What follows belongs to an exercise in optimizing a design on an open flow for small area and a short achievable clock period; a production flow would make more cautious choices.
RTL that was checked went through simulation tests only; none was proved equivalent to the original.

== v18 ==
==> flow/design.v (excerpt) <==
module lab4_2( 
              input wire      mode,
              input wire[2:0] opCode,
              input wire[3:0] value,
              input clk,
              input reset,
              output reg[9:0] result,
              output reg cacheFull,
              output reg invalidOp,
              output reg overflow);
For scale: about 15000 µm² of cells after synthesis.
export LEC_CHECK = 0
export CAP_MARGIN = 20
export CORE_MARGIN = 2
export CORE_UTILIZATION = 40
export CTS_BUF_LIST = sky130_fd_sc_hd__clkbuf_16
export CTS_CLUSTER_DIAMETER = 100
export CTS_CLUSTER_SIZE = 22
export SETUP_SLACK_MARGIN = 4.4
export SLEW_MARGIN = 20
export SYNTH_HIERARCHICAL = 1
export SYNTH_MINIMUM_KEEP_SIZE = 0
export TNS_END_PERCENT = 10
create_clock -name core_clock -period 8.0 [get_ports {clk}]
run.sh (not shown) runs the stock make flow with config.mk's settings and CLKGATE_MAP_FILE= SYNTH_SCRIPT=/design/flow/synth_recipe.tcl, a recipe that flattens the netlist after the stock synthesis.
The inputs of v37 differ from those of v18 as listed below.
-- flow/config.mk --
<<< v18, line 10
export CORE_UTILIZATION = 40
>>> v37, line 10
export CORE_UTILIZATION = 60
<<< v18, line 14
export SETUP_SLACK_MARGIN = 4.4
>>> v37, line 14
export SETUP_SLACK_MARGIN = 4.5
<<< v18, line 18
export TNS_END_PERCENT = 10
>>> v37, line 18
Results
v37 vs. v18: met2 track demand over resource saw an increase, full die area saw a decrease, achievable clock frequency saw an increase, wire length saw an increase, post-route fraction of the period consumed by the critical path saw a decrease.
Cmp v18 and v37 / initial standard-cell utilization of the core / lower: v18
Relative to v18, critical path data arrival time has decreased by 50 ps in v37.
Least setup slack across all paths after layout on v37 is ahead of v18.
[inputs] v53 vs v37
-- flow/config.mk --
<<< v37, line 10
export CORE_UTILIZATION = 60
>>> v53, line 10
export CORE_UTILIZATION = 40
In v53, the utilization came out 22 points below the value in v37. v53 vs v37 — routed wire length dropped by a few percent. Higher area growth from synthesis to layout among v37 and v53: v53. v37 → v53: final area went up by 1.2%, final net count went up about 0.4%, clock skew ~0 delta, unique cell type count in the Yosys netlist ~0 delta. On xor/xnor share of the synthesized area, v37 tracks v53 almost exactly.

---

lab4_2 again, from the RTL that the note above started with.
## lab4_2
module lab4_2( 
              input wire      mode,
              input wire[2:0] opCode,
              input wire[3:0] value,
              input clk,
              input reset,
              output reg[9:0] result,
              output reg cacheFull,
              output reg invalidOp,
              output reg overflow);
make LEC_CHECK=0 CAP_MARGIN=20 CORE_MARGIN=2 CORE_UTILIZATION=50 CTS_BUF_LIST=sky130_fd_sc_hd__clkbuf_16 CTS_CLUSTER_DIAMETER=100 CTS_CLUSTER_SIZE=22 SETUP_SLACK_MARGIN=4.4 SLEW_MARGIN=20 SYNTH_HIERARCHICAL=1 SYNTH_MINIMUM_KEEP_SIZE=0 finish   # period 8.0 ns
Rerun with:
- CORE_UTILIZATION: 50 -> 60
Outcome: The changed run went through all stages and came out clean; global-route usage climbs by 3.9 points; hold slack gets better by 0.027 ns; setup slack gets worse by 0.0084 ns; utilization climbs by 11 points; via count drops by about 1.9%; routed wire length drops by about 4%; design area drops by about 1%.
Rerun with:
- CORE_UTILIZATION: 60 -> 40
- SETUP_SLACK_MARGIN: 4.4 -> 4.2
=> Final area rises slightly; area after synthesis stays the same.
Rerun with:
- CORE_UTILIZATION: 40 -> 70
- SETUP_SLACK_MARGIN: 4.2 -> 4.5
Result: Non-clock buffer count rose by 5. Global-route usage grows by 14 points. Clock-buffer cell count does not change. Critical path depth went down by 2. Routed wire length is higher by 1.9%. Hold slack gets worse by 0.0055 ns. Setup slack is better by 0.063 ns. Sequential cell count stays the same. Area after synthesis does not change.

---

Starting RTL as in the previous note.
export LEC_CHECK = 0
export CAP_MARGIN = 20
export CORE_MARGIN = 2
export CORE_UTILIZATION = 50
export CTS_BUF_LIST = sky130_fd_sc_hd__clkbuf_8 sky130_fd_sc_hd__clkbuf_16
export CTS_CLUSTER_DIAMETER = 80
export CTS_CLUSTER_SIZE = 14
export SETUP_SLACK_MARGIN = 4.5
export SLEW_MARGIN = 20
export SYNTH_HIERARCHICAL = 1
export SYNTH_MINIMUM_KEEP_SIZE = 0
create_clock -name core_clock -period 8.0 [get_ports {clk}]
The starting point finished with timing, DRC and antenna clean.
Change:
CTS_BUF_LIST = sky130_fd_sc_hd__clkbuf_16   (was sky130_fd_sc_hd__clkbuf_8 sky130_fd_sc_hd__clkbuf_16)
CTS_CLUSTER_DIAMETER = 100   (was 80)
CTS_CLUSTER_SIZE = 22   (was 14)
SETUP_SLACK_MARGIN = 4.6   (was 4.5)
After rerunning: The new run finished clean. Final area barely changes. Worst setup slack got worse by 0.0036 ns.

---

lab4_2, a different RTL version from the one above (not shown whole).
Size: roughly 1,000 cells after synthesis, ~270 flip-flops, about 23 I/O pins, ~0.015 sq mm of cells after synthesis.
==> flow/config.mk <==
export PLATFORM = sky130hd
export DESIGN_NAME = lab4_2
export DESIGN_NICKNAME = lab4_2
export VERILOG_FILES = /design/flow/design.v
export SDC_FILE = /design/flow/constraint.sdc
export NUM_CORES = 4
export LEC_CHECK = 0
export CAP_MARGIN = 20
export CORE_MARGIN = 2
export CORE_UTILIZATION = 40
export CTS_BUF_LIST = sky130_fd_sc_hd__clkbuf_16
export CTS_CLUSTER_DIAMETER = 100
export CTS_CLUSTER_SIZE = 22
export SETUP_SLACK_MARGIN = 4.0
export SLEW_MARGIN = 20
export SYNTH_HIERARCHICAL = 1
export SYNTH_MINIMUM_KEEP_SIZE = 0
==> flow/constraint.sdc <==
create_clock -name core_clock -period 8.0 [get_ports {clk}]
set_input_delay 1.6000 -clock core_clock [delete_from_list [all_inputs] [get_ports {clk}]]
set_output_delay 1.6000 -clock core_clock [all_outputs]
set_load 0.01 [all_outputs]
The baseline passed the timing, design-rule and antenna checks.
==> next run, changes <==
SETUP_SLACK_MARGIN = 4.5   (was 4.0)
Result:
- utilization increases by 0.82 points
- global-route usage decreases by 0.10 points
- cell count increases slightly
- worst setup slack is better by 0.025 ns
No run of this note included a check of the RTL's function; only the layout flow was run.

---

lab4_2, a different RTL version from the one above (not shown whole).
Size: roughly 1200 cells after synthesis, ~0.015 mm^2 of cells after synthesis.
==> flow/config.mk <==
export PLATFORM = sky130hd
export DESIGN_NAME = lab4_2
export DESIGN_NICKNAME = lab4_2
export VERILOG_FILES = /design/flow/design.v
export SDC_FILE = /design/flow/constraint.sdc
export NUM_CORES = 4
export LEC_CHECK = 0
export CAP_MARGIN = 20
export CORE_MARGIN = 2
export CORE_UTILIZATION = 40
export CTS_BUF_LIST = sky130_fd_sc_hd__clkbuf_16
export CTS_CLUSTER_DIAMETER = 100
export CTS_CLUSTER_SIZE = 22
export SETUP_SLACK_MARGIN = 3.5
export SLEW_MARGIN = 20
==> flow/constraint.sdc <==
create_clock -name core_clock -period 8.0 [get_ports {clk}]
set_input_delay 1.6000 -clock core_clock [delete_from_list [all_inputs] [get_ports {clk}]]
set_output_delay 1.6000 -clock core_clock [all_outputs]
set_load 0.01 [all_outputs]
The starting point passed the timing, design-rule and antenna checks.
Then changed:
==> flow/flow/run.sh (new file) <==
#!/bin/bash
# Standard layout, with sizing free to change a cell's footprint (the platform
# default restricts resizing to cells of the same footprint).
set -euo pipefail
bash standard.sh MATCH_CELL_FOOTPRINT=0 finish > standard.log 2>&1
==> flow/standard.sh (new file) <==
#!/bin/bash
# synth_recipe.tcl (not shown) runs the flow's synth.tcl, then flattens the netlist and writes it again
# the make line also repeats each setting of config.mk as NAME=value (left out here)
make -C /OpenROAD-flow-scripts/flow DESIGN_CONFIG=/design/flow/config.mk WORK_HOME=/design/flow/orfs CLKGATE_MAP_FILE= SYNTH_SCRIPT=/design/flow/synth_recipe.tcl "${@:-finish}"
removed: flow/run.sh
What happened:
- via count increases by 0.66%
- worst setup slack loses 42 ps
- non-clock buffer count rises by 6
- maximum frequency came out lower by 0.96%
Function was not checked in any run of this note: the RTL went through the layout flow alone.

---

== run 1 ==
Another version of the RTL of lab4_2 (not shown whole).
Size in the first run: roughly 1200 cells after synthesis, ~270 flip-flops, ~23 I/O pins, roughly 15000 um^2 of cells after synthesis.
clock: 8.0 ns
lec_check: 0
cap_margin: 20
core_margin: 2
core_utilization: 40
setup_slack_margin: 5
slew_margin: 20
Stock flow here: none of the scripts above is used.
Run 1 completed; timing, DRC and antenna clean
#### Input delta (run 2 over run 1)
- CTS_BUF_LIST newly set to sky130_fd_sc_hd__clkbuf_4 sky130_fd_sc_hd__clkbuf_8
- SETUP_SLACK_MARGIN changed from 5 to 3.5
Findings:
- Between run 1 and run 2, the via count is higher for run 1.
- On run 2: detailed route wirelength on metal2 is 16% lower than what run 1 gave.
- As of run 2, maximum frequency had fallen by a few percent compared to run 1.
- Summary of the comparison: maximum fanout along the worst path is higher in run 2, relative to run 1.
- Run 2 ended up with a lower count of buffers not belonging to the clock network in the layout than run 1 did.
- Summary of run 2 over run 1: placement-stage cell area went down, placeable core region did not really move, routed length on met1 went down, share of the cycle needed by the critical path after routing went up.
- Hold slack: run 1 vs run 2 — no meaningful difference
The following lists how run 3 was set up differently from run 2:
- setting CTS_CLUSTER_SIZE to 22 for the first time
- changing CTS_BUF_LIST from sky130_fd_sc_hd__clkbuf_4 sky130_fd_sc_hd__clkbuf_8 to sky130_fd_sc_hd__clkbuf_16
- setting CTS_CLUSTER_DIAMETER to 100 for the first time
Lower critical path depth in cells among run 2 and run 3: run 2. Compared run 3 vs run 2, and tightest slew margin relative to the limit is down in run 3. Count of plain and timing-repair buffers in the layout was lower in the run labelled run 3. Sort run 2 and run 3 by global-route usage desc -> top: run 2. Delta (run 3 minus run 2): clock-buffer cell count lost 41, global-route wire length before repair lost about 2%, final critical-path required period picked up an extra 0.041 ns, via count lost 205. As of run 3, design area had fallen by a few percent compared to run 2.
Relative to run 3, the following input files were edited for run 4:
- SETUP_SLACK_MARGIN changed from 3.5 to 2.5
- CTS_CLUSTER_DIAMETER removed (was 100)
- CTS_CLUSTER_SIZE removed (was 22)
- CTS_BUF_LIST removed (was sky130_fd_sc_hd__clkbuf_16)
==> summary.txt <==
Run 3 -> run 4: setup TNS after final layout delta 0, exact match. When run 4 is set beside run 3, its critical path depth turns out to be 5 smaller. In run 4 relative to run 3, first-iteration detailed-routing DRC count had gone up by a few percent.

---

lab4_2, a different RTL version from the one above (not shown whole).
For scale: roughly 14000 µm² of cells after synthesis.
==> flow/config.mk <==
export PLATFORM = sky130hd
export DESIGN_NAME = lab4_2
export DESIGN_NICKNAME = lab4_2
export VERILOG_FILES = /design/flow/design.v
export SDC_FILE = /design/flow/constraint.sdc
export NUM_CORES = 4
export LEC_CHECK = 0
export ABC_CLOCK_PERIOD_IN_PS = 2500
export CAP_MARGIN = 20
export CORE_MARGIN = 2
export CORE_UTILIZATION = 40
export SETUP_SLACK_MARGIN = 5
export SLEW_MARGIN = 20
==> flow/constraint.sdc <==
create_clock -name core_clock -period 8.0 [get_ports {clk}]
set_input_delay 1.6000 -clock core_clock [delete_from_list [all_inputs] [get_ports {clk}]]
set_output_delay 1.6000 -clock core_clock [all_outputs]
set_load 0.01 [all_outputs]
==> next run, changes <==
- ABC_CLOCK_PERIOD_IN_PS: 2500 -> not set
=> The new run finished clean. Global-route usage stays the same. Cell area stays the same. Synthesized area does not change. Critical path depth stays the same.
No functional check of the RTL was part of any run of this note.

---

== old ==
RTL: one of the versions met above, not the one the previous note started from.
Size in the first run: roughly 1100 cells after synthesis, roughly 280 flip-flops, about 23 I/O pins, ~0.015 mm2 of cells after synthesis.
make LEC_CHECK=0 CAP_MARGIN=20 CORE_MARGIN=2 CORE_UTILIZATION=50 CTS_BUF_LIST=sky130_fd_sc_hd__clkbuf_16 CTS_CLUSTER_DIAMETER=120 CTS_CLUSTER_SIZE=28 SETUP_SLACK_MARGIN=4.5 SLEW_MARGIN=20 SYNTH_HIERARCHICAL=1 SYNTH_MINIMUM_KEEP_SIZE=0 finish   # period 8.0 ns
Changes in new relative to old:
# old
export LEC_CHECK = 0
export CAP_MARGIN = 20
export CORE_MARGIN = 2
export CORE_UTILIZATION = 50
export CTS_BUF_LIST = sky130_fd_sc_hd__clkbuf_16
export CTS_CLUSTER_DIAMETER = 120
export CTS_CLUSTER_SIZE = 28
export SETUP_SLACK_MARGIN = 4.5
export SLEW_MARGIN = 20
export SYNTH_HIERARCHICAL = 1
export SYNTH_MINIMUM_KEEP_SIZE = 0
create_clock -name core_clock -period 8.0 [get_ports {clk}]
# new
export LEC_CHECK = 0
export CAP_MARGIN = 20
export CORE_MARGIN = 2
export CORE_UTILIZATION = 40
export CTS_BUF_LIST = sky130_fd_sc_hd__clkbuf_16
export CTS_CLUSTER_DIAMETER = 100
export CTS_CLUSTER_SIZE = 22
export SETUP_SLACK_MARGIN = 4.7
export SLEW_MARGIN = 20
export SYNTH_HIERARCHICAL = 1
export SYNTH_MINIMUM_KEEP_SIZE = 0
create_clock -name core_clock -period 8.0 [get_ports {clk}]
[summary]
- Relative to old, the cell count after placement measured on new has increased by a little under 10%.
- Minimum clock period after layout, old and new: lower on old
- Max-slew violation count: old vs new, no meaningful difference
- Count of mapped cells out of synthesis came out exactly the same in old and new.
- new ends up with a total track usage that is 5.0 points lower than in old.
- Per the comparison of new with old, placed instance area saw an increase, area growth from synthesis to layout picked up an extra 4.7 points, number of vias per cell shows a reduction of about 7.5%.
- old ended up with overflow as its critical path endpoint; new ended up with result[9].

afterwards: timing with drivers on the ports:
No port has a modelled driver above. Below, the same layouts with a new extraction and two added sets of constraints. Step 1 sets driving cells, clkbuf_16 on the clock port and buf_2 on the other inputs (assumed; they add their load-dependent delay and slew). Step 2 also shifts input and output timing later by t, the mid clock arrival at the registers, as if the neighbouring blocks saw the same clock. a / b / c = ideal ports / drivers / drivers and shift; a / b = the first two.
| run | t, ns | slack for setup (ns) | slew at the worst register clock pin (ns) | cell pins on the clock port's net |
|---|---|---|---|---|
| v18 | 0.550 | 4.378 / 4.378 / 3.906 | 0.09 / 0.09 | 1 |
| v37 | 0.550 | 4.417 / 4.417 / 3.966 | 0.09 / 0.09 | 1 |
| v53 | 0.561 | 4.389 / 4.389 / 4.129 | 0.10 / 0.10 | 1 |
| the first run of note 2 | 0.540 | 4.433 / 4.433 / 3.929 | 0.09 / 0.09 | 1 |
| the second run of note 2 | 0.555 | 4.424 / 4.424 / 3.911 | 0.09 / 0.09 | 1 |
| the third run of note 2 | 0.536 | 4.326 / 4.326 / 3.911 | 0.09 / 0.09 | 1 |
| the fourth run of note 2 | 0.531 | 4.389 / 4.389 / 4.067 | 0.10 / 0.10 | 1 |
| the first run of note 3 | 0.567 | 4.412 / 4.412 / 3.953 | 0.07 / 0.07 | 1 |
| the second run of note 3 | 0.542 | 4.409 / 4.409 / 4.030 | 0.10 / 0.10 | 1 |
| the first run of note 4 | 0.555 | 3.826 / 3.826 / 3.826 | 0.10 / 0.10 | 1 |
| the second run of note 4 | 0.550 | 3.851 / 3.851 / 3.851 | 0.10 / 0.10 | 1 |
| the first run of note 5 | 0.555 | 3.671 / 3.671 / 3.182 | 0.09 / 0.09 | 1 |
| the second run of note 5 | 0.549 | 3.629 / 3.629 / 3.370 | 0.10 / 0.10 | 1 |
| run 1 | 0.603 | 4.025 / 4.025 / 4.025 | 0.07 / 0.07 | 1 |
| run 2 | 0.621 | 3.752 / 3.752 / 3.236 | 0.07 / 0.07 | 1 |
| run 3 | 0.545 | 3.711 / 3.711 / 3.279 | 0.09 / 0.09 | 1 |
| run 4 | 0.621 | 2.873 / 2.873 / 2.873 | 0.06 / 0.06 | 1 |
| the first run of note 7 | 0.597 | 3.079 / 3.079 / 3.079 | 0.07 / 0.07 | 1 |
| the second run of note 7 | 0.597 | 3.079 / 3.079 / 3.079 | 0.07 / 0.07 | 1 |
| old | 0.534 | 4.424 / 4.424 / 3.971 | 0.12 / 0.12 | 1 |
| new | 0.553 | 4.404 / 4.404 / 4.037 | 0.10 / 0.10 | 1 |
After both steps setup and hold are still met in every run listed. The setup slack of run 2, which loses most, moves by 0.000 ns with the drivers and by -0.516 ns with both steps.
